From an optimization exercise on the open Yosys and OpenROAD flow, aimed at small area and a short achievable clock period; shortcuts taken in it are not production practice. Function was checked by simulation only, so behaviour that the tests miss may differ from the original. Power is estimated from default activity; no workload was simulated.

## tych_ing_frm_buf
module tych_ing_frm_buf (
input wire clk,
input wire rst,
input  logic          core_avl_in_valid,
input  logic [511:0]  core_avl_in_data,
input  logic          core_avl_in_sop,
input  logic          core_avl_in_eop,
input  logic [5:0]    core_avl_in_empty,
input  logic          core_avl_in_error,
output logic          core_avl_in_ready,
input  logic [3:0]    core_ingmeta_in_vs,
input  logic [1:0]    core_ingmeta_in_rcos,
input  logic        rd_ptr_update_valid,
input  logic [3:0]  rd_ptr_vs,           
input  logic [1:0]  rd_ptr_rcos,         
input  logic [15:0] rd_ptr_value,        
output logic        rd_ptr_update_ready,
output logic        ram_wr_en,           
output logic [15:0] ram_wr_addr,         
output logic [511:0] ram_wr_data,        
output logic [5:0]  ram_wr_empty,        
output logic        ram_wr_sop,          
output logic        ram_wr_eop,          
output logic        ram_wr_error         
);
localparam N = 64;
logic [15:0] wr_q   [N-1:0];
logic [9:0]  lim_q  [N-1:0];
logic [N-1:0] wv_q, rv_q, ok_q;
logic [5:0] idx, j;
assign idx = {core_ingmeta_in_vs, core_ingmeta_in_rcos};
assign j   = {rd_ptr_vs, rd_ptr_rcos};
logic [7:0] i_hi, j_hi, i_hi_rdy, i_hi_en;
logic       nrst, en_ok;
assign nrst  = !rst;
assign en_ok = core_avl_in_valid && !rst;
tych_frm_dec8 u_dih (.a(idx[5:3]), .m(8'hFF), .y(i_hi));
  ...
Size in the first run: roughly 6000 cells after synthesis, roughly 1900 flip-flops, roughly 1100 I/O pins, ~87000 um2 of cells after synthesis.
Settings: LEC_CHECK=0, CAP_MARGIN=20, CORE_MARGIN=2, CORE_UTILIZATION=38, SETUP_SLACK_MARGIN=5, SLEW_MARGIN=20, SYNTH_HIERARCHICAL=1, TNS_END_PERCENT=100; clock period 12.0 ns.
standard.sh (not shown) runs the stock make flow with config.mk's settings and CLKGATE_MAP_FILE= SYNTH_SCRIPT=/design/flow/synth_recipe.tcl, a recipe that flattens the netlist after the stock synthesis.
==> flow/flow/run.sh <==
#!/bin/bash
# Standard ORFS layout (the standard.sh, with the standard synthesis),
# with some settings changed:
#  - port buffers are buf_4 instead of the default delay-buffer cell,
#  - timing repair may change a cell's footprint,
#  - clock tree: clkbuf_16 only, larger sink clusters, no dummy loads,
#  - after global routing, antennas are repaired with a ratio margin
#    (flow/post_grt.tcl).
set -euo pipefail
bash standard.sh MATCH_CELL_FOOTPRINT=0 \
  "BUFFER_PORTS_ARGS=-buffer_cell sky130_fd_sc_hd__buf_4" \
  "CTS_ARGS=-sink_clustering_enable -repair_clock_nets -dont_use_dummy_load -buf_list sky130_fd_sc_hd__clkbuf_16 -sink_clustering_size 30 -sink_clustering_max_diameter 80" \
  "POST_GLOBAL_ROUTE_TCL=$PWD/flow/post_grt.tcl" \
  finish > make_finish.log 2>&1
==> flow/flow/post_grt.tcl <==
# After global routing: repair antennas again with a ratio margin, so that the
# detailed routes (which run somewhat longer than the global ones) seldom
# need the antenna repair and second detailed route after detailed routing.
repair_antennas -iterations 5 -ratio_margin 25
check_placement -verbose
check_antennas
==> next run, changes <==
==> flow/flow/run.sh (replaced) <==
#!/bin/bash
# Standard ORFS layout (the standard.sh, with the standard synthesis),
# with some settings changed:
#  - port buffers are buf_4 instead of the default delay-buffer cell,
#  - timing repair may change a cell's footprint,
#  - after global routing, antennas are repaired with a ratio margin
#    (flow/post_grt.tcl).
set -euo pipefail
bash standard.sh MATCH_CELL_FOOTPRINT=0 \
  "BUFFER_PORTS_ARGS=-buffer_cell sky130_fd_sc_hd__buf_4" \
  "POST_GLOBAL_ROUTE_TCL=$PWD/flow/post_grt.tcl" \
  finish > make_finish.log 2>&1
--- a/flow/config.mk
+++ b/flow/config.mk
@@ -8,5 +8,5 @@
 export CAP_MARGIN = 20
 export CORE_MARGIN = 2
-export CORE_UTILIZATION = 38
+export CORE_UTILIZATION = 30
 export SETUP_SLACK_MARGIN = 5
 export SLEW_MARGIN = 20
=>
- wire length rose by 6.7%
- clock-buffer cell count rose by 165
- via count rose by 2.0%
==> next run, changes <==
--- a/flow/flow/run.sh
+++ b/flow/flow/run.sh
@@ -4,4 +4,5 @@
 #  - port buffers are buf_4 instead of the default delay-buffer cell,
 #  - timing repair may change a cell's footprint,
+#  - clock tree: clkbuf_16 only, larger sink clusters, no dummy loads,
 #  - after global routing, antennas are repaired with a ratio margin
 #    (flow/post_grt.tcl).
@@ -9,4 +10,5 @@
 bash standard.sh MATCH_CELL_FOOTPRINT=0 \
   "BUFFER_PORTS_ARGS=-buffer_cell sky130_fd_sc_hd__buf_4" \
+  "CTS_ARGS=-sink_clustering_enable -repair_clock_nets -dont_use_dummy_load -buf_list sky130_fd_sc_hd__clkbuf_16 -sink_clustering_size 30 -sink_clustering_max_diameter 80" \
   "POST_GLOBAL_ROUTE_TCL=$PWD/flow/post_grt.tcl" \
   finish > make_finish.log 2>&1
What happened:
- count of clock-buffer cells in the layout went down by 164
- synthesized area does not change
- worst hold slack gets better by 0.0048 ns
- routed wire length stays flat
- global-route usage fell by 0.35 points
- non-clock buffer count climbs by 20
- critical path depth does not change
- cell count goes down by about 2.5%
- cell area fell by 3.8%
- maximum frequency went up by 0.58%
- power shrinks by 19%

[afterwards: timing with drivers on the ports]
Ports are ideal in the flow. The routed layouts listed here were re-timed in OpenROAD. Step 1 sets driving cells, clkbuf_16 on the clock port and buf_2 on the other inputs (assumed; they add their load-dependent delay and slew). Step 2 times the ports against the registers' clock, not the clock port: input delays grow and output delays shrink by t, the midpoint of the rising clock arrivals with the driver on. Slacks: no drivers / after step 1 / after step 2; pairs: no drivers / after step 1.
| run | shift t [ns] | setup slack, ns | latest minus earliest clock arrival (ns) | worst slew at a driven data input, ns |
|---|---|---|---|---|
| the first run | 0.834 | 4.858 / 4.381 / 4.209 | 0.100 / 0.100 | 0.64 |
| the second run | 0.922 | 4.840 / 4.399 / 4.066 | 0.048 / 0.047 | 0.73 |
| the third run | 0.833 | 4.881 / 4.406 / 4.069 | 0.080 / 0.080 | 0.72 |
After both steps setup and hold are still met in every run listed. For the third run, which loses most, drivers alone change the setup slack by -0.475 ns; drivers and shift together by -0.812 ns.
